From an optimization exercise on the open Yosys and OpenROAD flow, aimed at small area, a short achievable clock period and few clock cycles; shortcuts taken in it are not production practice. The RTL was checked by simulation tests, not by an equivalence proof against the original design. Power and IR drop assume default switching activity.

// rv32i_core
module rv32i_core #(
  parameter logic [31:0] RESET_VECTOR = 32'h0000_0000
) (
  input  logic        clk_i,
  input  logic        rst_ni,
  output logic        instr_req_o,
  input  logic        instr_gnt_i,
  input  logic        instr_rvalid_i,
  output logic [31:0] instr_addr_o,
  input  logic [31:0] instr_rdata_i,
  output logic        data_req_o,
  output logic        data_we_o,
  output logic [3:0]  data_be_o,
  output logic [31:0] data_addr_o,
  output logic [31:0] data_wdata_o,
  input  logic        data_rvalid_i,
  input  logic [31:0] data_rdata_i,
  input  logic        irq_timer_i,
  input  logic        irq_external_i,
  input  logic        irq_soft_i,
  input  logic        dbg_req_i,
  output logic        dbg_halted_o
);
Size in the first run: roughly 5600 cells after synthesis, about 1400 flip-flops, ~70000 um^2 of cells after synthesis.
Settings: LEC_CHECK=0, CAP_MARGIN=20, CORE_MARGIN=2, CORE_UTILIZATION=40, PLACE_DENSITY=0.6, SETUP_SLACK_MARGIN=4.0, SLEW_MARGIN=20, TNS_END_PERCENT=100; clock period 8.0 ns.
run.sh (not shown) runs the stock make flow with config.mk's settings and CLKGATE_MAP_FILE= SYNTH_SCRIPT=/design/flow/synth_recipe.tcl, a recipe that flattens the netlist after the stock synthesis.
Testbench counts at the start, summed over its fixed seeds: cycles 18,927.
Edit:
--- a/flow/design.v
+++ b/flow/design.v
@@ -57,14 +57,14 @@
   input  logic        dbg_req_i,
   output logic        dbg_halted_o
 );
   logic [31:2] pc_q;         
   logic [1:0]  ocnt_q;       
   logic [1:0]  dcnt_q;       
-  logic [1:0]  qcnt_q;       
-  logic [31:0] buf0_q, buf1_q;
+  logic        bvalid_q;     
+  logic [31:0] buf_q;
   logic [31:2] dpc_q;        
   logic        x_redirect_q;  
   logic        xd_redirect_q;  
   logic        e_valid_q;
   logic [31:0] e_a_q, e_b_q;
   logic [11:0] e_simm_q;
@@ -121,20 +121,20 @@
   logic        d_stall;
   logic        fetch;         
   logic        e_redirect;
   logic [31:2] e_target;
   logic        d_redirect;
   logic [31:2] d_target;
-  assign instr_req_o  = ({1'b0, ocnt_q} + {1'b0, qcnt_q}) < 3'd2;
+  assign instr_req_o  = ({1'b0, ocnt_q} + {2'b00, bvalid_q}) < 3'd2;
   logic [31:2] fa;
   assign fa           = x_redirect_q ? e_tgt_q : pc_q;
   assign instr_addr_o = {fa, 2'b00};
   assign fetch        = instr_req_o && instr_gnt_i;
   assign resp    = instr_rvalid_i && (dcnt_q == 2'd0);
-  assign d_valid = (qcnt_q != 2'd0) || resp;
-  assign d_ins   = (qcnt_q != 2'd0) ? buf0_q : instr_rdata_i;
+  assign d_valid = bvalid_q || resp;
+  assign d_ins   = bvalid_q ? buf_q : instr_rdata_i;
   logic [4:0] opc;
   logic [2:0] f3;
   logic [4:0] rs1, rs2, rd;
   logic op_load, op_imm, op_auipc, op_store, op_op, op_lui, op_branch, op_jalr, op_jal;
   logic use_rs1, use_rs2, writes_rd;
   assign opc = d_ins[6:2];
@@ -255,51 +255,51 @@
       default: data_be_o = 4'b1111;
     endcase
   end
   assign dbg_halted_o = 1'b0;
   logic [1:0] ocnt_n;
   assign ocnt_n = ocnt_q + {1'b0, fetch} - {1'b0, instr_rvalid_i};
+  logic cleanup, overflow;
+  assign cleanup  = x_redirect_q || xd_redirect_q;
+  assign overflow = bvalid_q && resp && !d_adv && !cleanup;
   always_ff @(posedge clk_i or negedge rst_ni) begin
     if (!rst_ni) begin
-      pc_q   <= RESET_VECTOR[31:2];
-      dpc_q  <= RESET_VECTOR[31:2];
-      ocnt_q <= 2'd0;
-      dcnt_q <= 2'd0;
-      qcnt_q <= 2'd0;
-      x_redirect_q <= 1'b0;
-      xd_redirect_q <= 1'b0;
+      pc_q          <= RESET_VECTOR[31:2];
+      ocnt_q        <= 2'd0;
+      dcnt_q        <= 2'd0;
+      bvalid_q      <= 1'b0;
+      x_redirect_q  <= 1'b0;
+      xd_redirect_q <= 1'b1;
     end else begin
-      ocnt_q       <= ocnt_n;
+      ocnt_q        <= ocnt_n;
       x_redirect_q  <= e_redirect;
       xd_redirect_q <= d_redirect;
       if (d_redirect)      pc_q <= d_target;
+      else if (overflow)   pc_q <= d_pc4;
       else if (fetch)      pc_q <= fa + 30'd1;
       else                 pc_q <= fa;
-      if (x_redirect_q || xd_redirect_q) begin
-        dpc_q  <= fa;
-        dcnt_q <= ocnt_q - {1'b0, instr_rvalid_i};
-        qcnt_q <= 2'd0;
+      if (cleanup) begin
+        dcnt_q   <= ocnt_q - {1'b0, instr_rvalid_i};
+        bvalid_q <= 1'b0;
+      end else if (overflow) begin
+        dcnt_q   <= ocnt_n;
       end else begin
-        if (d_adv) dpc_q <= d_pc4;
         if (instr_rvalid_i && dcnt_q != 2'd0) dcnt_q <= dcnt_q - 2'd1;
-        qcnt_q <= qcnt_q + {1'b0, resp} - {1'b0, d_adv};
+        bvalid_q <= bvalid_q ? (!d_adv || resp) : (resp && !d_adv);
       end
     end
   end
   always_ff @(posedge clk_i) begin
+    if (cleanup)    dpc_q <= fa;
+    else if (d_adv) dpc_q <= d_pc4;
+  end
+  always_ff @(posedge clk_i) begin
     e_tgt_q <= e_target;
   end
   always_ff @(posedge clk_i) begin
-    case (qcnt_q)
-      2'd0: if (resp && !d_adv) buf0_q <= instr_rdata_i;
-      2'd1: begin
-        if (d_adv) buf0_q <= instr_rdata_i;
-        else       buf1_q <= instr_rdata_i;
-      end
-      default: if (d_adv) buf0_q <= buf1_q;
-    endcase
+    if (resp && (bvalid_q ? d_adv : !d_adv)) buf_q <= instr_rdata_i;
   end
   always_ff @(posedge clk_i or negedge rst_ni) begin
     if (!rst_ni) begin
       e_valid_q <= 1'b0;
     end else if (!hold) begin
       e_valid_q <= d_adv;
@@ -310,13 +310,13 @@
   always_ff @(posedge clk_i) begin
     if (!hold) begin
       e_a_q    <= op_lui ? 32'd0 : (op_auipc ? {dpc_q, 2'b00} : rd1);
       e_b_q    <= (op_op | op_branch | op_store) ? rd2 :
                   ((op_lui | op_auipc) ? imm_u : imm_i);
       e_simm_q <= {d_ins[31:25], d_ins[11:7]};
-      e_alt_q  <= (op_branch && !d_ins[31]) ? d_tgt : d_pc4;
+      e_alt_q  <= (!d_ins[31] && !d_ins[2]) ? d_tgt : d_pc4;
       e_asel_q[1] <= use_rs1 && e_hit1 && !op_auipc && !op_lui;
       e_asel_q[2] <= use_rs1 && !e_hit1 && m_hit1;
       e_asel_q[0] <= !(use_rs1 && (e_hit1 || m_hit1));
       e_bsel_q[3] <= op_store;
       e_bsel_q[1] <= (op_op | op_branch) && e_hit2;
       e_bsel_q[2] <= (op_op | op_branch) && !e_hit2 && m_hit2;
The new run completed without violations; power is lower by 25%; design area went down by 2.5%; core utilization went down by 0.10 points; global-route usage climbs by 2.5 points; combinational power went down by 39%; routed wire length rose by 2.6%; via count fell by 2.0%; clock-buffer cell count rises by 7.
Testbench counts after the change, summed over its fixed seeds: cycles 18,927.


== build 3 ==
Another version of the RTL of rv32i_core (not shown whole).
Size: about 5400 cells after synthesis, ~68000 µm² of cells after synthesis.
Settings: LEC_CHECK=0, CAP_MARGIN=20, CORE_MARGIN=2, CORE_UTILIZATION=40, CTS_BUF_LIST=sky130_fd_sc_hd__clkbuf_8, PLACE_DENSITY=0.6, SETUP_SLACK_MARGIN=4.0, SLEW_MARGIN=20, TNS_END_PERCENT=100; clock period 8.0 ns.
Testbench counts of build 3, summed over its fixed seeds: cycles 18,927.
Input changes introduced in build 30 (baseline for comparison: build 3):
--- a/flow/design.v
+++ b/flow/design.v
@@ -64,28 +64,26 @@
   logic [31:0] buf_q;
   logic [31:2] dpc_q;        
   logic        x_redirect_q;  
   logic        xd_redirect_q;  
   logic        e_valid_q;
   logic [31:0] e_a_q, e_b_q;
   logic [11:0] e_simm_q;
   logic [31:2] e_alt_q;
   logic [31:2] e_tgt_q;      
-  logic [4:0]  e_sh_q;       
   logic [2:0]  e_asel_q;     
   logic [3:0]  e_bsel_q;     
   logic [2:0]  e_dsel_q;     
   logic        e_sub_q;
   logic        e_r_add_q, e_r_slt_q, e_r_sltu_q, e_r_xor_q, e_r_or_q, e_r_and_q,
                e_r_sh_q, e_r_link_q;
   logic        e_sh_left_q, e_sh_arith_q;
-  logic        e_jalr_q;
-  logic        e_br_eq_q, e_br_lts_q, e_br_ltu_q, e_br_inv_q;
+  logic        e_branch_q, e_jalr_q, e_pred_q;
   logic [2:0]  e_f3_q;
   logic        e_load_q, e_store_q, e_we_q;
   logic [4:0]  e_rd_q;
   logic        m_valid_q;
   logic [31:0] m_res_q;
   logic [31:0] m_wdata_q;
   logic        m_load_q, m_store_q, m_we_q, m_issued_q;
   logic [2:0]  m_f3_q;
   logic [4:0]  m_rd_q;
@@ -215,37 +213,42 @@
     .a(alu_a), .b(b_x), .cin(e_sub_q), .sum(sum), .cout(cout)
   );
   assign lt_u = !cout;
   assign lt_s = (alu_a[31] ^ alu_b[31]) ? alu_a[31] : sum[31];
   assign eq   = (alu_a == alu_b);
   function automatic logic [31:0] rev32(input logic [31:0] x);
     for (int i = 0; i < 32; i++) rev32[i] = x[31-i];
   endfunction
   assign sh_in  = e_sh_left_q ? rev32(alu_a) : alu_a;
-  logic [4:0] shamt;
-  assign shamt  = ({5{e_bsel_q[0]}} & e_sh_q) |
-                  ({5{e_bsel_q[1]}} & m_res_q[4:0]) |
-                  ({5{e_bsel_q[2]}} & w_res_q[4:0]);
-  assign sh_r   = $signed({e_sh_arith_q & alu_a[31], sh_in}) >>> shamt;
+  assign sh_r   = $signed({e_sh_arith_q & alu_a[31], sh_in}) >>> alu_b[4:0];
   assign sh_out = e_sh_left_q ? rev32(sh_r[31:0]) : sh_r[31:0];
   assign e_res = ({32{e_r_add_q}}  & sum) |
                  ({32{e_r_slt_q}}  & {31'd0, lt_s}) |
                  ({32{e_r_sltu_q}} & {31'd0, lt_u}) |
                  ({32{e_r_xor_q}}  & (alu_a ^ alu_b)) |
                  ({32{e_r_or_q}}   & (alu_a | alu_b)) |
                  ({32{e_r_and_q}}  & (alu_a & alu_b)) |
                  ({32{e_r_sh_q}}   & sh_out) |
                  ({32{e_r_link_q}} & {e_alt_q, 2'b00});
-  assign br_cond = ((e_br_eq_q & eq) | (e_br_lts_q & lt_s) | (e_br_ltu_q & lt_u)) ^ e_br_inv_q;
+  always_comb begin
+    case (e_f3_q)
+      3'b000:  br_cond = eq;
+      3'b001:  br_cond = !eq;
+      3'b100:  br_cond = lt_s;
+      3'b101:  br_cond = !lt_s;
+      3'b110:  br_cond = lt_u;
+      default: br_cond = !lt_u;
+    endcase
+  end
   logic e_live;
   assign e_live     = e_valid_q && !x_redirect_q;
   assign e_redirect = e_live && !hold &&
-                      (br_cond || e_jalr_q);
+                      ((e_branch_q && (br_cond != e_pred_q)) || e_jalr_q);
   assign e_target   = e_jalr_q ? sum[31:2] : e_alt_q;
   assign data_req_o   = m_valid_q && (m_load_q || m_store_q) && !m_issued_q;
   assign data_we_o    = m_store_q;
   assign data_addr_o  = m_res_q;
   assign data_wdata_o = m_wdata_q;
   always_comb begin
     case (m_f3_q[1:0])
       2'b00:   data_be_o = 4'b0001 << m_res_q[1:0];
       2'b01:   data_be_o = m_res_q[1] ? 4'b1100 : 4'b0011;
@@ -301,19 +304,18 @@
     end else if (!hold) begin
       e_valid_q <= d_adv;
     end else if (x_redirect_q) begin
       e_valid_q <= 1'b0;
     end
   end
   always_ff @(posedge clk_i) begin
     if (!hold) begin
       e_a_q    <= op_lui ? 32'd0 : (op_auipc ? {dpc_q, 2'b00} : rd1);
-      e_sh_q   <= op_op ? rd2[4:0] : d_ins[24:20];
       e_b_q    <= (op_op | op_branch | op_store) ? rd2 :
                   ((op_lui | op_auipc) ? imm_u : imm_i);
       e_simm_q <= {d_ins[31:25], d_ins[11:7]};
       e_alt_q  <= (!d_ins[31] && !d_ins[2]) ? d_tgt : d_pc4;
       e_asel_q[1] <= use_rs1 && e_hit1 && !op_auipc && !op_lui;
       e_asel_q[2] <= use_rs1 && !e_hit1 && m_hit1;
       e_asel_q[0] <= !(use_rs1 && (e_hit1 || m_hit1));
       e_bsel_q[3] <= op_store;
       e_bsel_q[1] <= (op_op | op_branch) && e_hit2;
@@ -329,23 +331,21 @@
       e_r_slt_q    <= (op_op || op_imm) && f3 == 3'b010;
       e_r_sltu_q   <= (op_op || op_imm) && f3 == 3'b011;
       e_r_xor_q    <= (op_op || op_imm) && f3 == 3'b100;
       e_r_or_q     <= (op_op || op_imm) && f3 == 3'b110;
       e_r_and_q    <= (op_op || op_imm) && f3 == 3'b111;
       e_r_sh_q     <= (op_op || op_imm) && f3[1:0] == 2'b01;
       e_r_link_q   <= op_jal || op_jalr;
       e_sh_left_q  <= !f3[2];
       e_sh_arith_q <= d_ins[30];
-      e_br_eq_q    <= op_branch && !f3[2];
-      e_br_lts_q   <= op_branch && f3[2:1] == 2'b10;
-      e_br_ltu_q   <= op_branch && f3[2:1] == 2'b11;
-      e_br_inv_q   <= op_branch && (f3[0] ^ d_ins[31]);
+      e_branch_q   <= op_branch;
       e_jalr_q     <= op_jalr;
+      e_pred_q     <= d_ins[31];
       e_f3_q       <= f3;
       e_load_q     <= op_load;
       e_store_q    <= op_store;
       e_we_q       <= writes_rd;
       e_rd_q       <= rd;
     end
   end
   always_ff @(posedge clk_i or negedge rst_ni) begin
     if (!rst_ni) begin
Comparing build 30 and build 3, the lower number of buffers and inverters on the critical path was measured on build 3. For the net count reported at finish, build 30 came in 0.89% higher than build 3 did. On register-to-register slack, build 3 tracks build 30 almost exactly. Total iterations of the first detailed-routing run (build 30 over build 3): increase, 2. Build 30 and build 3 ended up with nearly the same die area. Build 30 ended with more area growth from synthesis to layout than build 3. Cell count: build 30 and build 3 compared, lower one is build 3. The effective utilization at floorplan of build 30 and that of build 3 are within noise of each other.
Testbench counts of build 30, summed over its fixed seeds: cycles 18,927.

==> separate check: timing with driven ports <==
The flow's constraints put no driver on any port. The routed layouts listed below were extracted and timed again, unchanged, in two steps. Step 1: set_driving_cell puts a clkbuf_16 on clk_i and a buf_2 on each other input, an assumption about the parent block. Step 2 also shifts input and output timing later by t, the mid clock arrival at the registers, as if the neighbouring blocks saw the same clock. a / b / c = ideal / step 1 / step 2; a / b = the first two.
run | shift t [ns] | slack for setup (ns) | latest minus earliest clock arrival (ns)
the first run of note 1 | 0.907 | 3.659 / 3.659 / 2.808 | 0.099 / 0.099
the second run of note 1 | 0.892 | 3.697 / 3.697 / 2.983 | 0.084 / 0.084
build 3 | 1.090 | 3.717 / 3.717 / 2.865 | 0.110 / 0.110
build 30 | 1.083 | 3.711 / 3.654 / 2.874 | 0.080 / 0.079
After both steps every run listed still meets setup and hold. The setup slack of build 3, which loses most, moves by 0.000 ns with the drivers and by -0.852 ns with both steps.
